Source: an optimization exercise on an open RTL-to-GDS flow (aim: small area, a short achievable clock period and few clock cycles). Production flows keep margins and buffers that such runs may drop.
RTL that was checked went through simulation tests only; none was proved equivalent to the original.
Power figures rest on the tool's default switching activity, not on a simulated workload.

==> inputs of try-onyx <==
==> flow/design.v <==
module SimpleCPU(clk,rst,wrEn,data_fromRAM,addr_toRAM,data_toRAM,pCounter);
parameter SIZE = 13;
input clk,rst;
input wire [15:0] data_fromRAM;
output reg wrEn;
output reg [15:0] data_toRAM;
output reg [SIZE-1:0] addr_toRAM;
output reg [SIZE-1:0] pCounter;
reg [1:0] state,stateNxt;
reg [2:0] opcode,opcodeNxt;
reg [12:0] arg,argNxt;
reg [15:0] starArg,starArgNxt;
reg [SIZE-1:0] pCounterNxt;
reg [15:0] W,WNxt;
always @(posedge clk) begin
    state <= stateNxt;
    pCounter <= pCounterNxt;
    opcode <= opcodeNxt;
    arg <= argNxt;
    starArg <= starArgNxt;
    W <= WNxt;
end
always @(*) begin
    stateNxt = state+1;
    pCounterNxt = pCounter;
    opcodeNxt = opcode;
    argNxt = arg;
    starArgNxt = starArg;
    WNxt = W;
    wrEn = 0;
    addr_toRAM = 13'bx;
    data_toRAM = 16'bx;
    if(rst)begin
        stateNxt = 0;
        opcodeNxt = 0;
        argNxt = 0;
        starArgNxt = 0;
        WNxt = 0;
        data_toRAM = 0;
        pCounterNxt = 0;
        addr_toRAM = 0;
        wrEn = 0;
    end else begin
        case(state)
            0:begin
                {opcodeNxt,argNxt} = data_fromRAM;
                if(argNxt == 0)
                    addr_toRAM = 4;
                else
                    addr_toRAM = argNxt;
            end
            1:begin
                starArgNxt = data_fromRAM;  
					 addr_toRAM = arg;
                if(arg == 0)
                    addr_toRAM = starArgNxt;  
            end
            2:begin
						  starArgNxt = data_fromRAM;
                wrEn = (opcode == 3'b110) ? 1 : 0;
                addr_toRAM = (arg == 0) ? starArg : arg;  
                pCounterNxt = pCounter +1;
                case(opcode)
                    3'b000: WNxt = W + starArgNxt;
                    3'b001: WNxt = ~(W & starArgNxt);
                    3'b010: WNxt = (starArgNxt <= 16) ? (W >> starArgNxt) : (W << (starArgNxt - 16));
                    3'b011: WNxt = (W < starArgNxt);
                    3'b101: WNxt = starArgNxt;
                    3'b110: data_toRAM = W;
                    3'b111: WNxt = starArgNxt * W;
                    3'b100: pCounterNxt = (W == 0) ? starArgNxt : pCounter+1;
                endcase
            end
            3:begin addr_toRAM = pCounter;stateNxt = 0;end
            default:begin 
                  stateNxt = 0;
                  opcodeNxt = 0;
                  argNxt = 0;
                  starArgNxt = 0;
                  WNxt = 0;
                  data_toRAM = 0;
                  pCounterNxt = 0;
                  addr_toRAM = 0;
                  wrEn = 0;
                end
        endcase
    end
end
endmodule
==> flow/run.sh <==
#!/bin/bash
# synth_recipe.tcl (not shown) runs the flow's synth.tcl, then flattens the netlist and writes it again
# the make line also repeats each setting of config.mk as NAME=value (left out here)
make -C /OpenROAD-flow-scripts/flow DESIGN_CONFIG=/design/flow/config.mk WORK_HOME=/design/flow/orfs CLKGATE_MAP_FILE= SYNTH_SCRIPT=/design/flow/synth_recipe.tcl finish
==> flow/config.mk <==
export PLATFORM = sky130hd
export DESIGN_NAME = SimpleCPU
export DESIGN_NICKNAME = SimpleCPU
export VERILOG_FILES = /design/flow/design.v
export SDC_FILE = /design/flow/constraint.sdc
export NUM_CORES = 4
export LEC_CHECK = 0
export CAP_MARGIN = 20
export CORE_MARGIN = 2
export CORE_UTILIZATION = 40
export PLACE_DENSITY = 0.6
export SLEW_MARGIN = 20
==> flow/constraint.sdc <==
create_clock -name core_clock -period 10.0 [get_ports {clk}]
set_input_delay 2.0000 -clock core_clock [delete_from_list [all_inputs] [get_ports {clk}]]
set_output_delay 2.0000 -clock core_clock [all_outputs]
set_load 0.01 [all_outputs]
==> try-delta: changes against try-onyx <==
==> flow/design.v, changed modules only <==
module SimpleCPU(clk,rst,wrEn,data_fromRAM,addr_toRAM,data_toRAM,pCounter);
parameter SIZE = 13;
input clk,rst;
input wire [15:0] data_fromRAM;
output reg wrEn;
output reg [15:0] data_toRAM;
output reg [SIZE-1:0] addr_toRAM;
output reg [SIZE-1:0] pCounter;
localparam OP_ADD = 3'd0, OP_NAND = 3'd1, OP_SRL = 3'd2, OP_LT = 3'd3,
           OP_BZ = 3'd4, OP_CP2W = 3'd5, OP_CPFW = 3'd6, OP_MUL = 3'd7;
localparam S_F = 3'd0, S_I = 3'd1, S_E = 3'd2, S_D = 3'd3, S_M = 3'd4;
reg [2:0] state, stateNxt;
reg [2:0] op, opNxt;
reg [15:0] W, WNxt;
reg [15:0] opnd, acc;
localparam MR = 2;
reg [12:0] pcNxt;
wire [15:0] d = data_fromRAM;
wire [2:0] dOp = d[15:13];
wire dZero = ~|d[12:0];
wire wNZ = |W;
wire [12:0] pcInc = pCounter + 13'd1;
wire isLT = (op == OP_LT);
wire [16:0] sum = {1'b0, W} + {1'b0, d ^ {16{isLT}}} + {16'd0, isLT};
wire [3:0] sh = d[3:0];
wire shLeft = d[4];
wire shZero = (|d[15:5]) | (shLeft & ~|sh);
wire [15:0] shIn, shOut, shRes;
genvar k;
generate for (k = 0; k < 16; k = k + 1) begin : rev
    assign shIn[k] = shLeft ? W[15-k] : W[k];
    assign shRes[k] = shLeft ? shOut[15-k] : shOut[k];
end endgenerate
assign shOut = shIn >> sh;
wire inE = (state == S_E);
wire [15:0] mB = inE ? d : opnd;
wire [15:0] mAcc = inE ? 16'd0 : acc;
reg [15:0] mSum;
integer j;
always @(*) begin
    mSum = mAcc;
    for (j = 0; j < MR; j = j + 1)
        mSum = mSum + ((W << j) & {16{mB[j]}});
end
wire [15:0] mBRest = mB >> MR;
wire [15:0] mWRest = W << MR;
wire mDone = ~|mBRest | ~|mWRest;
reg [15:0] alu;
always @(*) begin
    case (op)
        OP_ADD:  alu = sum[15:0];
        OP_NAND: alu = ~(W & d);
        OP_SRL:  alu = shZero ? 16'd0 : shRes;
        OP_LT:   alu = {15'd0, ~sum[16]};
        OP_MUL:  alu = mSum;
        default: alu = d;
    endcase
end
always @(*) begin
    stateNxt = state;
    opNxt = op;
    WNxt = W;
    pcNxt = pCounter;
    wrEn = 1'b0;
    data_toRAM = W;
    addr_toRAM = pcInc;
    if (rst) begin
        stateNxt = S_F;
        WNxt = 16'd0;
        pcNxt = 13'd0;
        addr_toRAM = 13'd0;
    end else begin
        case (state)
            S_F: begin
                opNxt = dOp;
                if (dOp == OP_BZ && wNZ) begin
                    pcNxt = pcInc;
                end else begin
                    addr_toRAM = {d[12:3], d[2] | dZero, d[1:0]};
                    if (dZero)
                        stateNxt = S_I;
                    else if (dOp == OP_CPFW) begin
                        wrEn = 1'b1;
                        stateNxt = S_D;
                    end else
                        stateNxt = S_E;
                end
            end
            S_I: begin
                addr_toRAM = d[12:0];
                if (op == OP_CPFW) begin
                    wrEn = 1'b1;
                    stateNxt = S_D;
                end else
                    stateNxt = S_E;
            end
            S_E: begin
                if (op == OP_BZ) begin
                    addr_toRAM = d[12:0];
                    pcNxt = d[12:0];
                    stateNxt = S_F;
                end else if (op == OP_MUL && !mDone) begin
                    addr_toRAM = pCounter;
                    WNxt = mWRest;
                    stateNxt = S_M;
                end else begin
                    WNxt = alu;
                    pcNxt = pcInc;
                    stateNxt = S_F;
                end
            end
            S_M: begin
                if (mDone) begin
                    WNxt = mSum;
                    pcNxt = pcInc;
                    stateNxt = S_F;
                end else begin
                    addr_toRAM = pCounter;
                    WNxt = mWRest;
                end
            end
            default: begin  
                pcNxt = pcInc;
                stateNxt = S_F;
            end
        endcase
    end
end
always @(posedge clk) begin
    state <= stateNxt;
    op <= opNxt;
    W <= WNxt;
    pCounter <= pcNxt;
    opnd <= mBRest;
    acc <= mSum;
end
endmodule
SETUP_SLACK_MARGIN = 5   (was unset)
==> notes <==
Between try-delta and try-onyx, the lower die area is in try-delta (gap about 23%, measured against try-onyx). Between try-delta and try-onyx, the lower cell area is in try-delta (gap 6.6%, measured against try-onyx). try-onyx finished with timing, DRC and antenna clean. try-delta went through all stages and came out clean. Routed wire length: try-onyx is higher than try-delta (about 4.7%). Against try-onyx, the global-route usage of try-delta is higher by 6.1 points. Against try-onyx, the via count of try-delta is smaller by about 6%. Between try-onyx and try-delta, the lower register-to-register slack is in try-onyx (gap 1.4 ns). Between try-delta and try-onyx, the lower clock power is in try-onyx (gap about 20%, measured against try-onyx). Between try-delta and try-onyx, the lower final cell count is in try-delta (gap 17%, measured against try-onyx).
==> figures <==
Run status: try-onyx finished clean; try-delta finished clean
Final non-filler cell area: try-onyx 11200 µm²; try-delta 10500 µm²
Cell depth of the worst hold path: try-onyx 1; try-delta 2
Nets@finish: try-onyx 1538; try-delta 1200
Non-clock inverters: try-onyx 158; try-delta 45
Register area: try-onyx 1200 µm²; try-delta 1330 µm²
DR WL met3: try-onyx 2630 µm; try-delta 3770 µm
Quantity of gates resized following cts: try-onyx 0; try-delta 234
Count of clock-net buffers in the final layout: try-onyx 12; try-delta 10
Net switching power of the design: try-onyx 593 µW; try-delta 769 µW
Largest net degree at the start of global routing: try-onyx 56; try-delta 53
Combinational gate power: try-onyx 715 µW; try-delta 1.02 mW
Worst path slowest cell: try-onyx sky130_fd_sc_hd__clkdlybuf4s50_1; try-delta sky130_fd_sc_hd__and4_4
Peak VDD IR: try-onyx 112 µV; try-delta 102 µV
Synthesized-area fraction occupied by ao, oa, aoi and oai cells: try-onyx 0.178; try-delta 0.301
Largest fanout on the critical path: try-onyx 17; try-delta 8
Worst slack at placement: try-onyx 1.88 ns; try-delta 2.68 ns
Fraction of the mapped netlist area in simple logic gates: try-onyx 0.211; try-delta 0.222
Testbench counts of try-onyx, summed over its fixed seeds: cycles 942,824.
For try-delta, only the layout was checked, not whether the RTL still works.

[what the ideal ports hide]
No port has a modelled driver above. Below, the same layouts with a new extraction and two added sets of constraints.
Step 1: set_driving_cell puts a clkbuf_16 on clk and a buf_2 on each other input, an assumption about the parent block.
Step 2 moves the port delays by t, midway between the first and last clock arrival at a register: inputs arrive t later, outputs are due t later. That takes back most of the time a late clock gives input paths.
Slacks: no drivers / after step 1 / after step 2; pairs: no drivers / after step 1.
run | shift t [ns] | slack for setup (ns) | clock arrival spread, ns | worst data-port slew with drivers (ns) | pins driven straight from the clock port
try-onyx | 0.391 | 2.180 / 2.194 / 1.803 | 0.008 / 0.008 | 0.06 | 1
try-delta | 0.378 | 4.078 / 4.054 / 4.054 | 0.010 / 0.011 | 0.06 | 1
After both steps setup and hold are still met in every run listed. For try-onyx, which loses most, drivers alone change the setup slack by +0.014 ns; drivers and shift together by -0.377 ns.
